Background: an optimization exercise with open tools, aiming at small area and a short achievable clock period. Do not read the settings as production practice. The RTL was checked by simulation tests, not by an equivalence proof against the original design.

Setup of v58:
==> flow/design.v (excerpt) <==
module matrix_multiplier (
    input clk,
    input reset,
    input start,
    input [7:0] in,
    output reg [15:0] o,
    output reg done
);
    reg        busy;
    reg [4:0]  cnt;           
    reg [7:0] ra [0:8];       
    reg [7:0] r0 [0:2];       
    reg [7:0] r1 [0:2];
    reg [7:0] r2 [0:2];
    wire load_a  = busy && cnt >= 5'd1  && cnt <= 5'd9;
    wire load_b0 = busy && cnt >= 5'd10 && cnt <= 5'd12;
    wire load_b1 = busy && cnt >= 5'd13 && cnt <= 5'd15;
    wire load_b2 = busy && cnt >= 5'd16 && cnt <= 5'd18;
    wire valid   = busy && cnt >= 5'd21 && cnt <= 5'd29;
    wire [7:0] in_n = ~in;    
    integer p;
    always @(posedge clk) begin
        ra[0] <= load_a ? in_n : ra[8];
        for (p = 1; p < 9; p = p + 1) ra[p] <= ra[p-1];
        r0[0] <= load_b0 ? in_n : r0[2];
        r1[0] <= load_b1 ? in_n : r1[2];
        r2[0] <= load_b2 ? in_n : r2[2];
        for (p = 1; p < 3; p = p + 1) begin
            r0[p] <= r0[p-1];
            r1[p] <= r1[p-1];
            r2[p] <= r2[p-1];
        end
    end
    reg [7:0] ha0;
    always @(posedge clk)
        if (busy && (cnt == 5'd17 || cnt == 5'd20 || cnt == 5'd23)) ha0 <= ra[6];
    wire [7:0] b0 = r0[1];    
    reg [7:0] ha1;
    always @(posedge clk)
        if (busy && (cnt == 5'd18 || cnt == 5'd21 || cnt == 5'd24)) ha1 <= ra[6];
    wire [7:0] b1 = r1[2];    
    reg [7:0] ha2;
    always @(posedge clk)
        if (busy && (cnt == 5'd19 || cnt == 5'd22 || cnt == 5'd25)) ha2 <= ra[6];
    wire [7:0] b2 = r2[0];    
    reg ha1e;
    always @(posedge clk)
        if (busy && (cnt == 5'd17 || cnt == 5'd20 || cnt == 5'd23)) ha1e <= ra[5][7];
    wire b1e = r1[1][0];
    wire s0_1 = ~(ha0[0] | b0[6]) ^ ~(ha0[1] | b0[5]);
    wire s0_2 = ~(ha0[0] | b0[6]) & ~(ha0[1] | b0[5]);
    wire s0_3, s0_4;
    fadd u_s0_3 (~(ha0[0] | b0[7]), ~(ha0[1] | b0[6]), ~(ha0[2] | b0[5]), s0_3, s0_4);
    wire s0_5, s0_6;
    fadd u_s0_5 (~(ha0[3] | b0[4]), ~(ha0[4] | b0[3]), ~(ha0[5] | b0[2]), s0_5, s0_6);
    wire s0_7, s0_8;
    fadd u_s0_7 (~(ha0[1] | b0[7]), ~(ha0[2] | b0[6]), ~(ha0[3] | b0[5]), s0_7, s0_8);
    wire s0_9 = ~(ha0[4] | b0[4]) ^ ~(ha0[5] | b0[3]);
    wire s0_10 = ~(ha0[4] | b0[4]) & ~(ha0[5] | b0[3]);
  ...
Size: about 960 cells after synthesis, about 290 flip-flops.
==> flow/config.mk <==
export PLATFORM = sky130hd
export DESIGN_NAME = matrix_multiplier
export DESIGN_NICKNAME = matrix_multiplier
export VERILOG_FILES = /design/flow/design.v
export SDC_FILE = /design/flow/constraint.sdc
export NUM_CORES = 4
export LEC_CHECK = 0
export CAP_MARGIN = 20
export CORE_MARGIN = 2
export CORE_UTILIZATION = 40
export CTS_BUF_LIST = sky130_fd_sc_hd__clkbuf_8
export CTS_CLUSTER_DIAMETER = 60
export CTS_CLUSTER_SIZE = 20
export SLEW_MARGIN = 20
export SYNTH_HIERARCHICAL = 1
export SYNTH_MINIMUM_KEEP_SIZE = 0
==> flow/constraint.sdc <==
create_clock -name core_clock -period 8.0 [get_ports {clk}]
set_input_delay 1.6000 -clock core_clock [delete_from_list [all_inputs] [get_ports {clk}]]
set_output_delay 1.6000 -clock core_clock [all_outputs]
set_load 0.01 [all_outputs]
standard.sh (not shown) runs the stock make flow with config.mk's settings and CLKGATE_MAP_FILE= SYNTH_SCRIPT=/design/flow/synth_recipe.tcl, a recipe that flattens the netlist after the stock synthesis.
==> flow/flow/run.sh <==
#!/bin/bash
set -euo pipefail
bash standard.sh SETUP_SLACK_MARGIN=5.4 TNS_END_PERCENT=5 MATCH_CELL_FOOTPRINT=0 \
    "BUFFER_PORTS_ARGS=-buffer_cell sky130_fd_sc_hd__buf_2" finish > standard.log 2>&1
Setup changes, v58 to v18
Settings: SETUP_SLACK_MARGIN now 5, previously not set; CORE_UTILIZATION now 60, was 40.
==> flow/run.sh (new file) <==
#!/bin/bash
# synth_recipe.tcl (not shown) runs the flow's synth.tcl, then flattens the netlist and writes it again
# the make line also repeats each setting of config.mk as NAME=value (left out here)
make -C /OpenROAD-flow-scripts/flow DESIGN_CONFIG=/design/flow/config.mk WORK_HOME=/design/flow/orfs CLKGATE_MAP_FILE= SYNTH_SCRIPT=/design/flow/synth_recipe.tcl finish
removed: flow/flow/run.sh
removed: flow/standard.sh
Results
The run showing the smaller total length of routed met3 wires is v18.
v18 vs. v58: global routing usage on met1 increased 8.5 points.
v58 → v18: worst setup slack went down by 110 ps, hold slack rose by 25 ps, layout filler cell count shrank by 1204.
Cmp v18 vs v58: initial core utilization higher in v18
diff inputs: v18 => v43
Settings: SETUP_SLACK_MARGIN removed (was 5); CORE_UTILIZATION changed from 60 to 40.
==> flow/flow/run.sh (new file) <==
#!/bin/bash
# The standard layout flow with one change in how the layout is made (the
# clock period and the constraints stay the design's): the ports are buffered
# with buf_2 cells. The make output goes to standard.log; each ORFS step keeps
# its own log under orfs/logs.
set -euo pipefail
bash standard.sh SETUP_SLACK_MARGIN=5 \
    "BUFFER_PORTS_ARGS=-buffer_cell sky130_fd_sc_hd__buf_2" finish > standard.log 2>&1
==> flow/standard.sh (new file) <==
#!/bin/bash
# synth_recipe.tcl (not shown) runs the flow's synth.tcl, then flattens the netlist and writes it again
# the make line also repeats each setting of config.mk as NAME=value (left out here)
make -C /OpenROAD-flow-scripts/flow DESIGN_CONFIG=/design/flow/config.mk WORK_HOME=/design/flow/orfs CLKGATE_MAP_FILE= SYNTH_SCRIPT=/design/flow/synth_recipe.tcl "${@:-finish}"
removed: flow/run.sh
### Flow results
The area growth from synthesis to layout in v43 was higher than what v18 gave.
Against v18, routability-driven placement congestion ratio in v43 fell by a little under 10%.
The final clock period utilization by the worst path in v43 sits 0.60 points below the value recorded for v18.
Setup changes, v43 to v24
==> flow/flow/run.sh <==
#!/bin/bash
set -euo pipefail
bash standard.sh SETUP_SLACK_MARGIN=${MARGIN:-6.0} finish > standard.log 2>&1
- Taking v43 as the reference, in v24 wire length of the first global-routing pass increased by about 5.5% relative to the old numbers; detail-routed net length per standard cell went up 5.4%.
- For v43, the dominant kind of cell by area was registers, unlike v24, where it was multi-input combinational cells.
- Sequential cell area (higher): v24

matrix_multiplier, a different RTL version from the one above (not shown whole).
Size in the first run: ~1200 cells after synthesis, about 220 flip-flops, ~28 I/O pins, ~0.013 mm² of cells after synthesis.
clock: 8.0 ns
lec_check: 0
cap_margin: 20
core_margin: 2
core_utilization: 40
slew_margin: 20
run.sh (not shown) runs the stock make flow with config.mk's settings and CLKGATE_MAP_FILE= SYNTH_SCRIPT=/design/flow/synth_recipe.tcl, a recipe that flattens the netlist after the stock synthesis.
Stock flow here: none of the scripts above is used.
Edit:
Settings changed: SETUP_SLACK_MARGIN set to 4.5.
The new run finished clean.
Final cell count is higher by 3.3%.
Die area does not change.
Flip-flop and latch count stays the same.
Wire length goes up by 7.3%.
Clock-buffer cell count climbs by 1.

## run 1
matrix_multiplier, a different RTL version from the one above (not shown whole).
Size in the first run: ~920 cells after synthesis, roughly 28 I/O pins.
Settings: LEC_CHECK=0, CAP_MARGIN=20, CORE_MARGIN=2, CORE_UTILIZATION=40, CTS_BUF_LIST=sky130_fd_sc_hd__clkbuf_8, CTS_CLUSTER_DIAMETER=60, CTS_CLUSTER_SIZE=20, SLEW_MARGIN=20, SYNTH_HIERARCHICAL=1, SYNTH_MINIMUM_KEEP_SIZE=0; clock period 8.0 ns.
standard.sh (not shown) runs the stock make flow with config.mk's settings and CLKGATE_MAP_FILE= SYNTH_SCRIPT=/design/flow/synth_recipe.tcl, a recipe that flattens the netlist after the stock synthesis.
==> flow/flow/run.sh <==
#!/bin/bash
# The standard layout flow with these changes in how the layout is made (the
# clock period and the constraints stay the design's): the ports are buffered
# with buf_2 cells, and clock tree synthesis adds no dummy loads. The make
# output goes to standard.log; each ORFS step keeps its own log under orfs/logs.
set -euo pipefail
bash standard.sh SETUP_SLACK_MARGIN=5 \
    "BUFFER_PORTS_ARGS=-buffer_cell sky130_fd_sc_hd__buf_2" \
    "CTS_ARGS=-sink_clustering_enable -repair_clock_nets -dont_use_dummy_load -buf_list sky130_fd_sc_hd__clkbuf_8 -sink_clustering_size 20 -sink_clustering_max_diameter 60" \
    finish > standard.log 2>&1
Every stage of the flow completed for run 1, and the final layout passed the timing, DRC and antenna checks.
--- input diff run 1..run 2 ---
diff --git a/flow/flow/run.sh b/flow/flow/run.sh
--- a/flow/flow/run.sh
+++ b/flow/flow/run.sh
@@ -7,4 +7,4 @@
 bash standard.sh SETUP_SLACK_MARGIN=5 \
     "BUFFER_PORTS_ARGS=-buffer_cell sky130_fd_sc_hd__buf_2" \
-    "CTS_ARGS=-sink_clustering_enable -repair_clock_nets -dont_use_dummy_load -buf_list sky130_fd_sc_hd__clkbuf_8 -sink_clustering_size 20 -sink_clustering_max_diameter 60" \
+    "CTS_ARGS=-sink_clustering_enable -repair_clock_nets -dont_use_dummy_load -buf_list sky130_fd_sc_hd__clkbuf_16 -sink_clustering_size 30 -sink_clustering_max_diameter 80" \
     finish > standard.log 2>&1
==> comparison <==
- Run 2 -> run 1: area of combinational cells with multiple inputs delta 0, exact match
- Between run 1 and run 2, the non-clock inverter total of the final layout figures differ only marginally.
- Re minimum setup slack in the final design: run 1 and run 2 aren't equal, and the lower value belongs to run 1.
Setup changes, run 2 to run 3
Settings: an added PLACE_DENSITY of 0.8.
diff --git a/flow/flow/run.sh b/flow/flow/run.sh
--- a/flow/flow/run.sh
+++ b/flow/flow/run.sh
@@ -7,4 +7,4 @@
 bash standard.sh SETUP_SLACK_MARGIN=5 \
     "BUFFER_PORTS_ARGS=-buffer_cell sky130_fd_sc_hd__buf_2" \
-    "CTS_ARGS=-sink_clustering_enable -repair_clock_nets -dont_use_dummy_load -buf_list sky130_fd_sc_hd__clkbuf_16 -sink_clustering_size 30 -sink_clustering_max_diameter 80" \
+    "CTS_ARGS=-sink_clustering_enable -repair_clock_nets -dont_use_dummy_load -buf_list sky130_fd_sc_hd__clkbuf_8 -sink_clustering_size 20 -sink_clustering_max_diameter 60" \
     finish > standard.log 2>&1
==> notes.md <==
Per the comparison of run 3 with run 2, slew at the pin closest to its max-slew limit went down 0.0036 ns; design area went down about 0.8%. Reported for run 2 and run 3, number of buffers on the longest clock path turned out identical to the last digit. Run 2 → run 3: final-stage net count up about 0.35%, clock buffer count in the final layout rose 4, wire length dropped 0.91%, layout overhead on the synthesized area decreased by 0.86 points relative to the old numbers.
Modified inputs, run 4 compared to run 3
Settings: swapping 40 for 55 in CORE_UTILIZATION; swapping 0.8 for 0.85 in PLACE_DENSITY.
==> comparison <==
- Run 4 | stages: all done | timing, DRC, antenna: all pass
- Cmp run 4 vs run 3: smallest hold slack higher in run 4
- From run 3 to run 4 the numbers moved as follows: half-perimeter wire length after detailed placement has increased; via count went up about 1.4%.
- The routed length on met3 reported for run 4 is greater than that of run 3 by about 2.5%.
- Sequential share of layout area is higher on run 4

## port drivers added, routing unchanged
Ports are ideal in the flow. The routed layouts listed here were re-timed in OpenROAD. Step 1 sets driving cells, clkbuf_16 on the clock port and buf_2 on the other inputs (assumed; they add their load-dependent delay and slew). Step 2 times the ports against the registers' clock, not the clock port: input delays grow and output delays shrink by t, the midpoint of the rising clock arrivals with the driver on. a / b / c = no drivers / after step 1 / after step 2; a / b = the first two.
run | t (ns) | setup WS [ns] | pins driven straight from the clock port
v58 | 0.586 | 5.241 / 5.241 / 5.241 | 1
v18 | 0.585 | 5.128 / 5.128 / 5.128 | 1
v43 | 0.578 | 5.177 / 5.177 / 5.177 | 1
v24 | 0.605 | 5.241 / 5.241 / 5.241 | 1
the first run of note 2 | 0.569 | 3.564 / 3.564 / 3.564 | 1
the second run of note 2 | 0.571 | 3.918 / 3.918 / 3.918 | 1
run 1 | 0.554 | 5.184 / 5.184 / 5.184 | 1
run 2 | 0.512 | 5.192 / 5.192 / 5.192 | 1
run 3 | 0.553 | 5.199 / 5.199 / 5.199 | 1
run 4 | 0.547 | 5.168 / 5.168 / 5.168 | 1
After both steps setup and hold are still met in every run listed.
